What follows belongs to an exercise in optimizing a design on an open flow for small area; a production flow would make more cautious choices. Function was checked by simulation only, so behaviour that the tests miss may differ from the original. No activity file was given, so power comes from the tool's default toggle rates.

### design/flow/run.sh
#!/bin/bash
# synth_recipe.tcl (not shown) runs the flow's synth.tcl, then flattens the netlist and writes it again
# the make line also repeats each setting of config.mk as NAME=value (left out here)
make -C /OpenROAD-flow-scripts/flow DESIGN_CONFIG=/design/flow/config.mk WORK_HOME=/design/flow/orfs CLKGATE_MAP_FILE= SYNTH_SCRIPT=/design/flow/synth_recipe.tcl finish
### design/flow/config.mk
export PLATFORM = sky130hd
export DESIGN_NAME = MultTop
export DESIGN_NICKNAME = MultTop
export VERILOG_FILES = /design/flow/design.v
export SDC_FILE = /design/flow/constraint.sdc
export NUM_CORES = 4
export LEC_CHECK = 0
export CAP_MARGIN = 20
export CORE_MARGIN = 2
export CORE_UTILIZATION = 40
export SLEW_MARGIN = 20
### design/flow/constraint.sdc
create_clock -name core_clock -period 12.0 [get_ports {clk}]
set_input_delay 2.4000 -clock core_clock [delete_from_list [all_inputs] [get_ports {clk}]]
set_output_delay 2.4000 -clock core_clock [all_outputs]
set_load 0.01 [all_outputs]
### design/flow/design.v
`timescale 1ns / 1ps
module BCD_SEG(
    input wire [3:0] BCD, 
    output reg [7:0] s
);
    always @(*) begin
        case(BCD)
            0: s = 8'b0000_0011; 
            1: s = 8'b1001_1111;
            2: s = 8'b0010_0101;
            3: s = 8'b0000_1101;
            4: s = 8'b1001_1001;
            5: s = 8'b0100_1001;
            6: s = 8'b0100_0001;
            7: s = 8'b0001_1111;
            8: s = 8'b0000_0001;
            9: s = 8'b0000_1001;
            default s = 8'b0000_0000;
        endcase
end
endmodule
`timescale 1ns / 1ps
`default_nettype none
module Multi_Driver(
    input wire clk, 
    input wire reset, 
    input wire [15:0] sw,
    output reg [3:0] an,
    output reg [7:0] seg
    );
    wire [7:0] segValues [3:0]; 
    genvar i;
    generate 
        for(i = 0; i < 4; i = i + 1) begin
            BCD_SEG x(sw[3 + 4 * i:4 * i], segValues[i]); 
        end
    endgenerate
    parameter DELAY = 4095; 
    reg [11:0] count;  
    always @(posedge clk) begin
        if(count < (DELAY / 4)) begin
            an <= 4'b1110;
            seg <= segValues[0];
        end
        else if (count < (DELAY / 2)) begin
            an <= 4'b1101;
            seg <= segValues[1];
        end
        else if (count < ((3 * DELAY) / 4)) begin
            an <= 4'b1011;
            seg <= segValues[2];
        end
        else begin
            an <= 4'b0111;
            seg <= segValues[3];
        end
    end
    always @(posedge clk or posedge reset) begin
        if(reset) count <= 0;
        else count <= count + 1;
    end
endmodule
`timescale 1ns / 1ps
module COUNT_BCD(
    input wire clk,  
    input wire reset, 
    input wire en,  
    input wire [15:0] count, 
    output reg [19:0] BCD,
    output reg rdy
    );
    parameter IDLE = 0; 
    parameter SHIFT = 1;
    parameter ADD = 2;
    reg [15:0] count_p;  
    reg [4:0] shift_idx;  
    reg [1:0] state;  
    reg [19:0] BCD_temp;  
    always @(posedge clk or posedge reset) begin
        if(reset) begin
            BCD <= 0;
            rdy <= 0; 
            shift_idx <= 0; 
            count_p <= 0; 
            state <= IDLE;
        end
        else begin
            case(state)
                IDLE : begin  
                    if((count_p != count) && en) begin  
                        rdy <= 0;
                        BCD <= 0;  
                        count_p <= count;  
                        shift_idx <= 0;  
                        state <= SHIFT;  
                    end 
                    else state <= IDLE;  
                    rdy <= 0;  
                end
                SHIFT : begin  
                    BCD <= {BCD[18:0], count_p[15 - shift_idx]};  
                    shift_idx <= shift_idx + 1;  
                    state <= ADD;  
                    rdy <= 0;  
                end
                ADD : begin  
                    if(shift_idx == 16) begin
                        rdy <= 1;     
                        state <= IDLE;   
                    end
                    else begin  
                        BCD <= {(BCD[15:12] >= 5) ? BCD[15:12] + 4'd3 : BCD[15:12], 
                            (BCD[11:8] >= 5) ? BCD[11:8] + 4'd3 : BCD[11:8],
                            (BCD[7:4] >= 5) ? BCD[7:4] + 4'd3 : BCD[7:4],
                            (BCD[3:0] >= 5) ? BCD[3:0] + 4'd3 : BCD[3:0]}; 
                        state <= SHIFT;  
                        rdy <= 0;  
                    end
                end
            endcase             
        end
    end
endmodule
`timescale 1ns / 1ps
module combo_mult(input wire [7:0] a, input wire [7:0] b, output wire [15:0] res);
    wire [15:0] m [7:0];
    wire [15:0] sums [7:0];
    genvar i; 
    generate 
        for(i = 0; i < 8; i = i + 1) begin
            assign m[i] = (a[i] != 0) ? ({{8'b0}, b} << i) : 16'b0;
        end
    endgenerate
    assign res = m[0] + m[1] + m[2] + m[3] + m[4] + m[5] + m[6] + m[7];
endmodule
`timescale 1ns / 1ps
module MultTop(input wire clk, input wire reset, input wire [7:0] a, input wire [7:0] b, 
               output wire [3:0] an, output wire [7:0] seg);
    wire rdy;
    reg [15:0] latched_BCD;  
    wire [15:0] mult_out; 
    combo_mult ComboMultiplier(.a(a), .b(b), .res(mult_out));
    wire [19:0] BCD_out; 
    COUNT_BCD converter(.clk(clk), .reset(reset), .en(1), .count(mult_out), .BCD(BCD_out), .rdy(rdy));
    always @(posedge clk or posedge reset) begin
        if(reset) begin
            latched_BCD <= 0;
        end
        else if(rdy) begin
            latched_BCD <= BCD_out[15:0]; 
        end
    end
    wire [3:0] md_an; wire [7:0] md_seg; 
    Multi_Driver MD(.clk(clk), .reset(reset), .sw(latched_BCD), .an(md_an), .seg(md_seg));
    assign an = md_an;
    assign seg = md_seg;
endmodule
==> summary.txt, run 1 <==
- The run finished with no timing, DRC or antenna violations.
- The synthesized netlist occupies a cell area of 0.00702 sq mm.
- The die is 136 um wide.
- From synthesis to final layout, the design area changed by 11.0%.
- The vertical die dimension is 136 um.
- The cell that appears most often on the critical path is sky130_fd_sc_hd__fa_1.
- The clock edge transition at the registers on the reported setup and hold paths is 0.06 ns.
- The via count of the routed design is 5222.
- The met3 wirelength from detailed routing is 353 um.
- Entering global routing, the biggest net connects 69 pins.
- Wires add up to 14500 um.
- The worst path needs 9.57 ns of the cycle, external delays included.
- Counting flops and latches in the post-synthesis netlist gives 80.
- Registers take 0.00194 sq mm.
- The setup total negative slack is 0 ns.
- The root buffer selected by CTS is sky130_fd_sc_hd__clkbuf_16.
- The post-CTS setup-driven buffer insertion count is 0.
- The final hold violation count was 0.
- The initial antenna violation count is 0.
- The clock net sink count is 80.
- The global router's overall resource usage is 17.1%.
- Counting the fill cells in the layout gives 1670.
- The class of the tightest hold or removal check is reg2reg.
- The slowest stage of the critical path is the sky130_fd_sc_hd__fa_1 cell.
- At the worst endpoint, the arrival time is 9.79 ns.
- The number of warning messages in the yosys log is 6.
- The die covers 0.0186 sq mm.
- The kind of end point of the critical path is a register.
- The power per cell area is 171 mW/mm^2.
- The routed design uses 7240 um of met2 wire.
- Clock latency on the worst-skew pair, taken at its later pin, is 0.34 ns.
- After detailed routing, no signal wire sits above met4.
- The count of nets left with antenna violations after detail routing is 0.
- In the final layout, the share of cells above drive strength 1 is 6.97%.
- The most used flip-flop cell after synthesis is sky130_fd_sc_hd__dfrtp_1.
- The number of max-cap violations is 0.
- The count of input and output buffers is 29.
- The netlist uses 61 different library cells.
- Setup repair after global routing left no endpoint under its margin.
- The required time reported for the critical path endpoint is 12.22 ns.
- In this run, post-CTS hold repair placed 0 buffers.
- The overall power is 1.33 mW.
- The clock skew is 0.00358 ns.
- The post-detailed-route DRC marker count is 0.
- At the end of the flow, the number of nets in the layout was 891.
- At the pin with the least slew margin, the transition time is 0.870 ns.
- 0 antenna diodes ended up in the layout.
- In the final layout, the multi-input gates occupy 0.00466 sq mm.
- The average wire per cell in the routed design is 14.5 um.
- The sequential fraction of the synthesis area is 27.7%.
- Static timing analysis puts the maximum clock frequency at 105 MHz.
- The average instance area after synthesis is 9.30 sq um.
- The final estimated routing congestion in global placement is 0.806.
- Counting every instance in the synthesized netlist gives 755.
- The depth of the CTS H-tree is 3.
- The final max-slew violation count is 0.
- The maximum number of buffers from clock root to sink is 2.
- The core region is 0.0172 sq mm.
- The total number of placement rows is 48.
- In the finished design, the share of the clock period the worst path needs comes to 79.7%.
- In this run, CTS created clock tree buffers numbering 9.
- The first-pass iteration count of the detailed router is 4.
- The number of flops mapped to enable cells by yosys is 0.
- The maximum resistive drop on vdd is 93.3 uV.
- The number of DRC violations after detailed-routing iteration 0 is 258.
- The number of gates resized after cts is 0.
- The wire length on met1 is 6710 um.
- The number of global-route vias before repair came to 5182.
- Dividing the detail-routed via count by the number of cells gives 5.22.
- In this design, the stage delay of the slowest critical-path cell is 0.56 ns.
- The CTS tree is built.
- The fraction of registers with async set/reset is 85.0%.
- The setup violation total in the final timing report is 0.
- The total congestion overflow is 0.
- Summed over all nets, the half-perimeter wirelength after detailed placement is 11200 um.
- In this run the static leakage power is 3.54 nW.
- STA classifies the critical path startpoint as an input pin.
- Of all nets on the critical path, the largest fanout is 13.
- The starting utilization of the core area is 40.7%.
- The class of the most critical setup path is in2reg.
- The first global-routing pass estimated 25500 um of wire.
- 30 I/O pins were placed.
- The worst pin sits at a relative slew slack of 42.0%.
==> cell usage after synthesis (5+ instances only) <==
master	count	area (sq um)
sky130_fd_sc_hd__and3_1	5	31.3
sky130_fd_sc_hd__a22oi_1	5	37.5
sky130_fd_sc_hd__nand3_1	18	90.1
sky130_fd_sc_hd__nor2_1	37	139
sky130_fd_sc_hd__o22ai_1	6	37.5
sky130_fd_sc_hd__nand2_1	55	206
sky130_fd_sc_hd__and2_1	58	363
sky130_fd_sc_hd__inv_1	76	285
sky130_fd_sc_hd__xor2_1	9	78.8
sky130_fd_sc_hd__mux2_2	16	180
sky130_fd_sc_hd__xnor2_1	35	307
sky130_fd_sc_hd__nand2b_1	11	68.8
sky130_fd_sc_hd__a21oi_1	36	180
sky130_fd_sc_hd__o21ai_0	54	270
sky130_fd_sc_hd__mux2i_1	12	120
sky130_fd_sc_hd__ha_1	69	863
sky130_fd_sc_hd__mux2_1	12	135
sky130_fd_sc_hd__o221ai_1	6	52.6
sky130_fd_sc_hd__nor2b_1	7	43.8
sky130_fd_sc_hd__dfxtp_1	12	240
sky130_fd_sc_hd__clkbuf_1	21	78.8
sky130_fd_sc_hd__or3_1	5	31.3
sky130_fd_sc_hd__mux4_2	5	113
sky130_fd_sc_hd__fa_1	34	681
sky130_fd_sc_hd__nor3_1	5	25.0
sky130_fd_sc_hd__dfrtp_1	68	1700
sky130_fd_sc_hd__nor3b_1	7	52.6
==> routing by layer <==
layer  vias to the layer above  track usage [%]
met5                         -                0
met4                         0             5.21
met1                      2517             22.5
met2                        74             29.5
li1                       2619                -
met3                        12             1.72
==> where the power goes <==
group / switching (mW) / leakage (nW) / internal, mW
Clock: 0.120 / 0.151 / 0.164
Sequential: 0.0605 / 0.953 / 0.315
Combinational: 0.358 / 2.44 / 0.312
Total: 0.538 / 3.54 / 0.791
==> critical path: cells and delay by family <==
kind | cells | cell delay, ns
AOI/OAI and AO/OA | 4 | 0.60
xor gates and xnor gates | 2 | 0.28
adders and majority gates | 7 | 3.31
buffers and inverters | 4 | 0.67
muxes | 1 | 0.40
and+or+nand+nor | 8 | 2.14
==> cells in the final DEF, fill, tap and decap left out, types with 4 or more instances in the layout <==
master / instances
sky130_fd_sc_hd__ha_1: 69
sky130_fd_sc_hd__and2_1: 58
sky130_fd_sc_hd__a211oi_1: 4
sky130_fd_sc_hd__o311ai_0: 4
sky130_fd_sc_hd__nand2_1: 55
sky130_fd_sc_hd__fa_1: 34
sky130_fd_sc_hd__o22ai_1: 6
sky130_fd_sc_hd__a31oi_1: 4
sky130_fd_sc_hd__nand2b_1: 11
sky130_fd_sc_hd__xnor2_1: 35
sky130_fd_sc_hd__o221ai_1: 6
sky130_fd_sc_hd__mux2_1: 12
sky130_fd_sc_hd__nor3b_1: 7
sky130_fd_sc_hd__mux2_2: 16
sky130_fd_sc_hd__dfxtp_1: 12
sky130_fd_sc_hd__nor2b_1: 7
sky130_fd_sc_hd__clkdlybuf4s50_1: 29
sky130_fd_sc_hd__a21oi_1: 36
sky130_fd_sc_hd__dfrtp_1: 68
sky130_fd_sc_hd__o21bai_1: 4
sky130_fd_sc_hd__or3_1: 5
sky130_fd_sc_hd__and3_1: 5
sky130_fd_sc_hd__nor2_1: 37
sky130_fd_sc_hd__nor3_1: 5
sky130_fd_sc_hd__a22oi_1: 5
sky130_fd_sc_hd__mux2i_1: 12
sky130_fd_sc_hd__clkbuf_16: 9
sky130_fd_sc_hd__xor2_1: 9
sky130_fd_sc_hd__nand3_1: 18
sky130_fd_sc_hd__o21ai_0: 54
sky130_fd_sc_hd__mux4_2: 5
sky130_fd_sc_hd__inv_1: 75
==> worst paths after layout <==
path	startpoint	to	slack, ns	cells after the start
setup / recovery	a[0]	converter.count_p[10]	2.43	26
hold / removal	MD.count[0]	MD.count[0]	0.46	1
setup reg to reg	converter.count_p[4]	converter.count_p[10]	9.02	8
hold reg to reg	MD.count[0]	MD.count[0]	0.46	1
max in group asynchronous	reset	converter.shift_idx[3]	8.79	3
min in group asynchronous	reset	MD.count[3]	2.62	3
==> state kept, by name (all words and copies together) (netlist names) <==
name,cells
converter.shift_idx,5
converter.rdy,1
MD.count,12
latched_BCD,16
converter.BCD,16
converter.state,2
converter.count_p,16
MD.an,4
MD.seg,8
==> metrics by stage <==
step	hold WS [ns]	cells	util [%]	cell area, sq um	setup WS [ns]
after floorplan	0.423	755	-	7020	3.29
after global placement	0.445	984	43.4	7490	2.17
after detailed placement	0.452	984	43.4	7490	2.04
after CTS	0.461	1000	45.2	7790	2.40
after global routing	0.498	1000	45.2	7790	1.81
final	0.458	1000	45.2	7790	2.43
==> cell type report <==
type                       count  area share, %
clock buffer                   9           2.89
clock inverter                 7           1.01
inverter                      77           3.71
multi-input combinational    570           59.8
sequential                    80           24.9
tap                          225           3.61
timing repair buffer          32           4.01
==> kinds of logic (layout without fill, tap and decap cells) <==
group	count (synthesis)	in the layout	synth area share [%]
mux	48	48	8.45
flops	80	80	27.7
simple gates	230	230	17.5
compound gates	144	144	12.6
buf+inv	105	125	5.93
xor+xnor	45	45	5.81
fa+ha+maj	103	103	22.0
==> inputs of run 2 (changes only) <==
==> design/flow/design.v (replaced) <==
`timescale 1ns / 1ps
module BCD_SEG(
    input wire [3:0] BCD,
    output reg [7:0] s
);
    always @(*) begin
        case(BCD)
            0: s = 8'b0000_0011;
            1: s = 8'b1001_1111;
            2: s = 8'b0010_0101;
            3: s = 8'b0000_1101;
            4: s = 8'b1001_1001;
            5: s = 8'b0100_1001;
            6: s = 8'b0100_0001;
            7: s = 8'b0001_1111;
            8: s = 8'b0000_0001;
            9: s = 8'b0000_1001;
            default s = 8'b0000_0001;
        endcase
    end
endmodule
`timescale 1ns / 1ps
`default_nettype none
module Multi_Driver(
    input wire clk,
    input wire reset,
    input wire ld,
    input wire [15:0] sw,
    output wire [3:0] an,
    output wire [7:0] seg
    );
    reg q;
    always @(posedge clk or posedge reset) begin
        if (reset) q <= 1'b0;
        else q <= 1'b1;
    end
    reg [11:0] c;
    reg [15:0] m;
    always @(posedge clk) begin
        c <= q ? c + 1'b1 : 12'd0;
        if (ld) m <= sw;
    end
    wire [1:0] sel = c[11:10] + {1'b0, (&c[9:0]) & ~(&c[11:10])};
    wire [3:0] digit = m[4 * sel +: 4];
    assign an = ~(4'b0001 << sel);
    BCD_SEG dec(.BCD(digit), .s(seg));
endmodule
`default_nettype wire
`timescale 1ns / 1ps
module COUNT_BCD(
    input wire clk,
    input wire reset,
    input wire [15:0] count,
    output wire [15:0] BCD,
    output reg ld
    );
    reg [15:0] p;
    reg [5:0] t;
    reg [15:0] w;
    wire busy = t[5] ? ~t[4] : (t[4:0] != 5'd0);
    wire differ = (p != count);
    wire step = ~t[5] & ~t[4];
    function [3:0] adj;
        input [3:0] d;
        adj = (d >= 5) ? d + 4'd3 : d;
    endfunction
    wire [15:0] wa = {adj(w[15:12]), adj(w[11:8]), adj(w[7:4]), adj(w[3:0])};
    wire [15:0] wn = {wa[14:0], p[0]};
    always @(posedge clk or posedge reset) begin
        if (reset) begin
            p <= 0;
            t <= 0;
            w <= 0;
        end else begin
            p <= busy ? {p[14:0], p[15]} : count;
            t <= busy ? t - 1'b1 : (differ ? 6'd32 : 6'd48);
            w <= step ? wn : 16'd0;
        end
    end
    always @(posedge clk or posedge reset) begin
        if (reset) ld <= 1'b1;
        else ld <= (t == 6'd0);
    end
    assign BCD = w;
endmodule
`timescale 1ns / 1ps
module combo_mult(input wire [7:0] a, input wire [7:0] b, output wire [15:0] res);
    wire [7:0] pp [0:7];
    wire [7:0] s [0:7];
    wire [7:0] c [0:7];
    genvar i, j;
    generate
        for (i = 0; i < 8; i = i + 1) begin : g_pp
            assign pp[i] = a[i] ? b : 8'd0;
        end
        assign s[0] = pp[0];
        assign c[0] = 8'd0;
        for (i = 1; i < 8; i = i + 1) begin : g_row
            for (j = 0; j < 8; j = j + 1) begin : g_col
                wire x = pp[i][j];
                wire y = (j < 7) ? s[i-1][j+1] : 1'b0;
                wire z = c[i-1][j];
                assign s[i][j] = x ^ y ^ z;
                assign c[i][j] = (x & y) | (x & z) | (y & z);
            end
        end
        for (i = 0; i < 8; i = i + 1) begin : g_lo
            assign res[i] = s[i][0];
        end
    endgenerate
    assign res[15:8] = {1'b0, s[7][7:1]} + c[7];
endmodule
`timescale 1ns / 1ps
module MultTop(input wire clk, input wire reset, input wire [7:0] a, input wire [7:0] b,
               output wire [3:0] an, output wire [7:0] seg);
    wire [15:0] mult_out;
    combo_mult ComboMultiplier(.a(a), .b(b), .res(mult_out));
    wire [15:0] bcd;
    wire ld;
    COUNT_BCD converter(.clk(clk), .reset(reset), .count(mult_out), .BCD(bcd), .ld(ld));
    Multi_Driver MD(.clk(clk), .reset(reset), .ld(ld), .sw(bcd), .an(an), .seg(seg));
endmodule
--- a/design/flow/config.mk
+++ b/design/flow/config.mk
@@ -8,4 +8,5 @@
 export CAP_MARGIN = 20
 export CORE_MARGIN = 2
 export CORE_UTILIZATION = 40
+export CTS_BUF_LIST = sky130_fd_sc_hd__clkbuf_4
 export SLEW_MARGIN = 20
==> summary.txt, run 2 <==
- In the final routed layout, each cell accounts on average for 12.4 um.
- The number of antenna diodes in the final layout is 0.
- The critical path starts at b[6].
- The worst register-to-register path begins at converter.t[4].
- For this design the top-level I/O count stands at 30.
- Setup repair after global routing left no endpoint under its margin.
- Counting the buffers created by CTS gives 9.
- The worst setup path is of the in2reg kind.
- The largest fanout on the critical path is 8.
- After layout, the minimum clock period comes to 8.00 ns.
- The flow ran to the end and the layout has no timing, DRC or antenna violations.
- The kind of end point of the critical path is a register.
- During synthesis, Yosys emitted a total of 4 warnings.
- The number of placed instances, taps included is 690.
- The total die area is 0.0133 sq mm.
- The first-pass iteration count of the detailed router is 4.
- The cell family with the largest share of critical-path delay is adder cells.
- From synthesis to final layout, the design area changed by 12.2%.
- In the global route stage, overall resource usage came out at 14.7%.
- The horizontal die dimension is 115 um.
- The number of distinct library cells after synthesis is 45.
- The synthesized flop and latch total is 68.
- The depth of the CTS H-tree is 3.
- The leakage power of the design is 2.46 nW.
- The average instance area after synthesis is 9.86 sq um.
- The initial antenna violation count is 0.
- Based on the critical path, the design can be clocked at up to 125 MHz.
- Counting both buffers and inverters, the worst setup path holds a total of 3.
- The fraction of final layout cells sized beyond drive strength 1 is 5.02%.
- The final hold violation count is 0.
- The clock network power share is 15.3%.
- The post-place setup slack is 3.54 ns.
- In this run the power spent charging and discharging nets is 0.402 mW.
- The number of nets in the finished design is 624.
- The aggregate routed wire length is 8740 um.
- The fraction of registers with async set/reset is 58.8%.
- The first global-routing pass estimated 15400 um of wire.
- The total congestion overflow is 0.
- The sequential fraction of the synthesis area is 34.8%.
- Of the post-synthesis cell area, the dominant cell type holds 19.7%.
- The maximum resistive drop on vdd is 63.5 uV.
- The count of non-filler cells in the finished layout is 706.
- Leaving out fill and tap cells, the most frequent cell in the layout is sky130_fd_sc_hd__nand2_1.
- The critical path crosses 19 cells after its start point.
- The proportion of total power due to net switching is 40.8%.
- The worst hold path begins at MD.c[0].
- Across all layers, the routed design uses 3329 vias.
- Synthesis handed over a netlist of 502 instances.
- Of the total power, combinational logic draws 50.6%.
- The setup violation total in the final timing report is 0.
- The vertical die dimension is 115 um.
- The clock edge transition at the registers on the reported setup and hold paths is 0.12 ns.
- Entering global routing, the biggest net connects 41 pins.
- The most instantiated library cell after synthesis is sky130_fd_sc_hd__nand2_1.
- STA classifies the critical path startpoint as an input pin.
- By count the netlist is led by sky130_fd_sc_hd__nand2_1, sky130_fd_sc_hd__and2_1, sky130_fd_sc_hd__inv_1, sky130_fd_sc_hd__fa_1, sky130_fd_sc_hd__dfrtp_1.
- After floorplanning, the core was sized to cover 0.0121 sq mm.
- The count of nets left with antenna violations once routing finished came out at 0.
- The post-CTS setup-driven buffer insertion count is 0.
- Following the worst setup path forward leads to its endpoint at converter.t[4].
- The capture instance of the worst register-to-register path is converter.t[4].
- Leaving out fill and tap cells, the most frequent cells in the layout are sky130_fd_sc_hd__nand2_1, sky130_fd_sc_hd__and2_1, sky130_fd_sc_hd__inv_1, sky130_fd_sc_hd__fa_1, sky130_fd_sc_hd__dfrtp_1.
- The starting utilization of the core area is 41.0%.
- The most used flip-flop cell after synthesis is sky130_fd_sc_hd__dfrtp_1.
- The number of hold buffers added after CTS was 0.
- The largest registers in the layout are MD.m: 16 flops, converter.p: 16 flops, converter.w: 16 flops.
- Setup total negative slack on the finished layout was measured at 0 ns.
- Across all setup checks in the final design, the least slack found is 4.00 ns.
- The cell area that synthesis handed to floorplanning was 0.00495 sq mm.
- After detailed routing, the number of remaining DRC violations is 0.
- The HPWL after detailed placement is 7020 um.
- The stage delay of the slowest cell on the critical path is 0.54 ns.
- The number of max-cap violations is 0.
- The clock latency at the later pin of the worst-skew pair is 0.41 ns.
- The worst endpoint data arrival time is 8.36 ns.
- The total non-filler cell area in the finished layout is 0.00555 sq mm.
- Routability-driven placement finished with a final weighted congestion of 0.765.
- The worst-path cell with the longest stage delay is sky130_fd_sc_hd__fa_1.
- In this run, post-CTS repair resized a total of 0 instances.
- The required time reported for the critical path endpoint is 12.35 ns.
- The synthesized design contains 16 enable-type register cells.
- The headroom to the max-slew limit is 29.4%.
- The top cell type by total area after synthesis is sky130_fd_sc_hd__dfrtp_1.
- The most used cell along the critical path is sky130_fd_sc_hd__fa_1.
- Counting every sink on the clock net gives 68.
- The root buffer cell chosen for the clock tree is sky130_fd_sc_hd__clkbuf_4.
- The number of fill cells in the layout is 1167.
- The fraction of power consumed by sequential logic is 34.1%.
- The actual slew at the worst max-slew pin is 1.06 ns.
- In the post-synthesis netlist, the biggest area contributors are sky130_fd_sc_hd__dfrtp_1, sky130_fd_sc_hd__fa_1, sky130_fd_sc_hd__edfxtp_1.
- The number of cells traversed by the worst register-to-register path is 6.
- Final hold analysis gives a worst-case slack of 0.461 ns.
- The area of placed instances is 0.00541 sq mm.
- The completed layout was analyzed and its total power is 0.987 mW.
- During placement, the flow inserted port buffers numbering 28.
- The floorplan has 40 rows.
- The cell internal power dissipation is 0.585 mW.
- Cells fill 46.0% of the core in the end.
- The clock skew is 0.0139 ns.
- TritonCTS built the clock tree.
- In this run the power density over the cells is 178 mW/mm^2.
- In this run the worst hold path is classified as reg2reg.
- The critical path goes through clkdlybuf4s50_1 > and2_1 > ha_1 > inv_1 > fa_1 > inv_1 > fa_1 > fa_1 > fa_1 > fa_1 > fa_1 > ha_1 > fa_1 > xor2_1 > xnor2_1 > nand2_1 > or4_1 > nor4_1 > a31o_1.
- The clock passes through at most 2 buffers.
- The flop-to-flop setup slack is 9.31 ns.
- The final max-slew violation count was 0.
- The number of global-route vias before repair is 3385.
- The number of DRC violations after detailed-routing iteration 0 is 146.
- The final critical path takes up 66.7% of the cycle.
- The via count normalized by instance count is 4.72.
## run 2: changes by cell type after synthesis, moves of 15 or more
cell | before | now
sky130_fd_sc_hd__mux2_2 | 16 | 0
sky130_fd_sc_hd__edfxtp_1 | 0 | 16
sky130_fd_sc_hd__inv_1 | 76 | 54
sky130_fd_sc_hd__dfrtp_1 | 68 | 39
sky130_fd_sc_hd__ha_1 | 69 | 30
sky130_fd_sc_hd__clkbuf_1 | 21 | 6
sky130_fd_sc_hd__o21ai_0 | 54 | 14
## run 2: worst min path at each step
stage	end	cells after the start	slack [ns]
final	MD.c[0]	1	0.46
after global routing	MD.c[0]	1	0.50
after CTS	MD.c[0]	1	0.46
after detailed placement	MD.c[0]	1	0.44
after global placement	MD.c[0]	1	0.43
after floorplan	MD.c[0]	1	0.42
## run 2: area by class of cell
| class | count | area [sq um] | area share (%) |
|---|---|---|---|
| inverters | 55 | 206 | 3.72 |
| well taps | 168 | 210 | 3.79 |
| clock buffers | 11 | 82.6 | 1.49 |
| multi-input cells | 370 | 2980 | 53.7 |
| flip-flops and latches | 68 | 1720 | 31.0 |
| clock inverters | 5 | 62.6 | 1.13 |
| repair buffers | 29 | 288 | 5.18 |
## run 2: power by group through the flow
stage	clock [mW]	sequential, mW	combinational, mW
2_1_floorplan	0	0.327	0.409
3_3_place_gp	0	0.339	0.495
3_5_place_dp	0	0.340	0.507
4_1_cts	0.157	0.336	0.508
5_1_grt	0.166	0.344	0.577
6_report	0.151	0.336	0.500
## run 2: kinds of logic (layout without fill, tap and decap cells)
family,count (synthesis),after routing,synth area share (%)
buffers and inverters,65,100,5.06
multiplexers,4,4,1.82
XOR/XNOR,42,42,7.43
flip-flops,68,68,34.8
other,1,2,0.0758
adder cells (fa/ha/maj),73,73,25.0
AO/OA/AOI/OAI,53,53,6.07
AND/OR/NAND/NOR,196,196,19.7
## run 2: per-layer routing
layer  vias to the layer above  GRT usage [%]  share of wire (%)
li1                       1662              -                  -
met4                         0           5.62                2.0
met3                        12           2.74                2.8
met1                      1612           17.9                 45
met2                        43           25.7                 50
met5                         -              0                  0
==> inputs of run 3 (changes only) <==
--- a/design/flow/config.mk
+++ b/design/flow/config.mk
@@ -8,5 +8,4 @@
 export CAP_MARGIN = 20
 export CORE_MARGIN = 2
 export CORE_UTILIZATION = 40
-export CTS_BUF_LIST = sky130_fd_sc_hd__clkbuf_4
 export SLEW_MARGIN = 20
==> summary.txt, run 3 <==
- After clock tree synthesis, the repair step resized 0 gates.
- In the global route stage, overall resource usage came out at 14.9%.
- The total die area is 0.0133 sq mm.
- Yosys printed 4 warnings.
- At the end of the flow, the number of nets in the layout was 624.
- For this design, the CTS-stage hold fixing added 0 buffers.
- The kind of end point of the critical path is a register.
- The TritonCTS buffer count is 9.
- Entering global routing, the biggest net connects 41 pins.
- In this run the worst path has a maximum fanout of 8.
- The total area inside the core boundary comes to 0.0121 sq mm.
- Counting flops with a built-in enable in the synthesized netlist gives 16.
- The filler cells instantiated in the layout total 1145.
- The fraction of registers with async set/reset is 58.8%.
- A synthesized cell averages 9.86 sq um.
- Summed over all cells, the static leakage comes to 2.52 nW.
- The critical path is of the in2reg type.
- Data arrives at the worst endpoint at 8.38 ns.
- After clock tree synthesis, the clock-pin slew on the worst setup and hold paths is 0.06 ns.
- The CTS tree is built.
- The part of the cycle the worst path needs is 67.5%.
- The flop-to-flop setup slack is 9.31 ns.
- In the final layout, the share of cells above drive strength 1 is 4.65%.
- Summed over all instances, the cell type with the most area after synthesis is sky130_fd_sc_hd__dfrtp_1.
- The total number of placement rows is 40.
- The xor/xnor cell area share of the yosys netlist is 7.43%.
- The required time reported for the critical path endpoint is 12.27 ns.
- Clock latency on the worst-skew pair, taken at its later pin, is 0.33 ns.
- The first detailed-routing pass took 4 iterations.
- The first global-routing pass estimated 15600 um of wire.
- The overall power is 1.10 mW.
- The dominant combinational cell family by area after synthesis is adder cells.
- Dividing the detail-routed wire length by the instance count gives 12.6 um.
- Power spread over the standard cell area amounts to 192 mW/mm^2.
- Sorting the synthesized cells by how often they occur yields sky130_fd_sc_hd__nand2_1, sky130_fd_sc_hd__and2_1, sky130_fd_sc_hd__inv_1, sky130_fd_sc_hd__fa_1, sky130_fd_sc_hd__dfrtp_1.
- Summing the areas of all compound-gate instances in the mapped netlist gives 6.07% of the synthesized area.
- The launching point of the worst reg2reg path is converter.t[4].
- The repair_antennas step left the layout with diodes totalling 0.
- The fraction of synthesized cell area taken by the top area cell type is 19.7%.
- The number of global-route vias before repair was 3410.
- The adder-cell share of the synthesized area is 25.0%.
- The largest registers in the layout are MD.m: 16 flops, converter.p: 16 flops, converter.w: 16 flops.
- Together, buffers and inverters on the worst path number 3.
- From synthesis to final layout, the design area changed by 15.2%.
- The number of placed instances, taps included is 690.
- For this design, the slowest cell found on the critical path is sky130_fd_sc_hd__fa_1.
- The sequential fraction of the synthesis area is 34.8%.
- The HPWL after detailed placement is 7020 um.
- The finished cells cover 0.00570 sq mm.
- The synthesized netlist occupies a cell area of 0.00495 sq mm.
- Among all flip-flop cells after synthesis, the most frequent one is sky130_fd_sc_hd__dfrtp_1.
- The critical path ends at converter.t[4].
- The synthesized design contains 68 register bits.
- Registers take 0.00172 sq mm.
- The setup total negative slack is 0 ns.
- The cell family with the largest share of critical-path delay is adder cells.
- The initial antenna violation count is 0.
- In this run the tool buffered the top-level ports with 28 buffer cells.
- Subtracting the final worst setup slack from the clock period gives 8.11 ns.
- The post-CTS setup-driven buffer insertion count is 0.
- In this run the remaining antenna-violating nets after routing total 0.
- The flow ran to the end and the layout has no timing, DRC or antenna violations.
- The total overflow left after global routing is 0.
- For this run, design rule violations remaining after detail routing come to 0.
- The headroom to the max-slew limit is 29.6%.
- In this run the clock root is driven by a sky130_fd_sc_hd__clkbuf_16.
- The critical path runs through a total of 19 cells.
- The vertical die dimension is 115 um.
- In the synthesized netlist, the number of instances is 502.
- In the final layout, the multi-input gates occupy 0.00298 sq mm.
- The longest clock path from root to sink contains 2 buffers.
- The final hold violation count is 0.
- The floorplan step set the die width to 115 um.
- The stage delay of the slowest cell on the critical path is 0.54 ns.
- The routed layout has 3342 vias.
- For the pin with the worst max-slew slack, the measured transition is 1.06 ns.
- Summing the areas of all and, or, nand and nor instances in the mapped netlist gives 19.7% of the synthesized area.
- Synthesis instantiated 45 different standard cells from the library.
- The final max-slew violation count came to 0.
- The sort of element at the start of the critical path is an input pin.
- In the layout the commonest cells are sky130_fd_sc_hd__nand2_1, sky130_fd_sc_hd__and2_1, sky130_fd_sc_hd__inv_1, sky130_fd_sc_hd__fa_1, sky130_fd_sc_hd__dfrtp_1.
- The clock skew is 0.00604 ns.
- The endpoint identified for the worst register-to-register timing path is converter.t[4].
- 30 I/O pins were placed.
- Setup repair after global routing left no endpoint under its margin.
- The count of non-filler cells in the finished layout is 706.
- Measured in cells, the most critical reg-to-reg path has a length of 6.
- The aggregate routed wire length is 8880 um.
- By area the synthesized netlist is led by sky130_fd_sc_hd__dfrtp_1, sky130_fd_sc_hd__fa_1, sky130_fd_sc_hd__edfxtp_1.
- Traced cell by cell, the critical path runs through clkdlybuf4s50_1 > and2_1 > ha_1 > inv_1 > fa_1 > inv_1 > fa_1 > fa_1 > fa_1 > fa_1 > fa_1 > ha_1 > fa_1 > xor2_1 > xnor2_1 > nand2_1 > or4_1 > nor4_1 > a31o_1.
- The number of DRC violations after detailed-routing iteration 0 is 171.
- The via count normalized by instance count is 4.73.
- The final estimated routing congestion in global placement is 0.765.
- The area of placed instances is 0.00541 sq mm.
- For this design, the sink count on the clock tree is 68.
- The multiplexer fraction of the synthesized cell area is 1.82%.
- The H-tree was split into 3 levels.
- The library cell used most frequently in the layout, excluding fill and tap cells, is sky130_fd_sc_hd__nand2_1.
- Yosys instantiated no cell more often than sky130_fd_sc_hd__nand2_1.
- Across the run, the number of max-cap violations was 0.
- Across the VDD grid, the largest voltage drop is 74.1 uV.
- By instance count, the cell type seen most on the critical path is sky130_fd_sc_hd__fa_1.
- Based on the critical path, the design can be clocked at up to 123 MHz.
- The initial utilization of the core area, before any placement, comes to 41.0%.
- The timing startpoint of the critical path is b[6].
- Setup violations remaining at the end of the flow were counted as 0.
- The class of the tightest hold or removal check is reg2reg.
run 3: metal layers:
metal / global-route usage (%) / wire, um / vias to the layer above
met5: 0 / 0 / -
met4: 5.62 / 148 / 0
met3: 2.90 / 228 / 10
met2: 26.4 / 4550 / 48
met1: 18.1 / 3950 / 1625
li1: - / - / 1659
run 3: kinds of logic (layout without fill, tap and decap cells):
| family | count (synthesis) | count (layout) |
|---|---|---|
| and+or+nand+nor | 196 | 196 |
| adders and majority gates | 73 | 73 |
| DFF | 68 | 68 |
| buffers and inverters | 65 | 100 |
| AOI/OAI and AO/OA | 53 | 53 |
| xor gates and xnor gates | 42 | 42 |
| muxes | 4 | 4 |
| other | 1 | 2 |
run 3: worst min-delay path by stage:
stage / startpoint / slack [ns] / cells past startpoint / end
after CTS: MD.c[0] / 0.45 / 1 / MD.c[0]
final: MD.c[0] / 0.45 / 1 / MD.c[0]
after floorplan: MD.c[0] / 0.42 / 1 / MD.c[0]
after detailed placement: MD.c[0] / 0.44 / 1 / MD.c[0]
after global placement: MD.c[0] / 0.43 / 1 / MD.c[0]
after global routing: MD.c[0] / 0.49 / 1 / MD.c[0]
run 3: cell type report:
type | count | area share [%]
clock buffers | 11 | 4.08
clock inverters | 5 | 1.10
inverters | 55 | 3.62
multi-input cells | 370 | 52.2
flip-flops and latches | 68 | 30.2
well taps | 168 | 3.69
repair buffers | 29 | 5.05
run 3: where the power goes:
part | total [mW] | switching, mW | leakage [nW] | internal [mW]
clock network | 0.259 | 0.0980 | 0.136 | 0.161
logic | 0.499 | 0.275 | 1.62 | 0.224
registers | 0.337 | 0.0448 | 0.766 | 0.292
run 3: metrics by stage:
| step | util, % | worst slack (ns) | hold WS (ns) |
|---|---|---|---|
| after detailed placement | 44.8 | 3.54 | 0.441 |
| after floorplan | - | 4.36 | 0.420 |
| after CTS | 47.3 | 3.88 | 0.453 |
| after global routing | 47.3 | 3.48 | 0.488 |
| final | 47.3 | 3.89 | 0.450 |
| after global placement | 44.8 | 3.62 | 0.434 |

afterwards: timing with drivers on the ports:
The results above use ideal ports. As a check the final layouts listed here were re-extracted and re-timed, cells and wires unchanged.
Step 1, drivers: a clkbuf_16 drives clk and a buf_2 each remaining input, both assumed.
Step 2 moves the port delays by t, midway between the first and last clock arrival at a register: inputs arrive t later, outputs are due t later. That takes back most of the time a late clock gives input paths.
Slacks: ideal / step 1 / step 2; pairs: ideal / step 1.
| run | t, ns | setup slack, ns | latest minus earliest clock arrival (ns) |
|---|---|---|---|
| run 1 | 0.378 | 2.435 / 2.455 / 2.077 | 0.004 / 0.004 |
| run 2 | 0.433 | 3.997 / 4.004 / 3.570 | 0.018 / 0.017 |
| run 3 | 0.365 | 3.894 / 3.908 / 3.543 | 0.006 / 0.007 |
After both steps setup and hold are still met in every run listed. For run 2, which loses most, drivers alone change the setup slack by +0.007 ns; drivers and shift together by -0.427 ns.
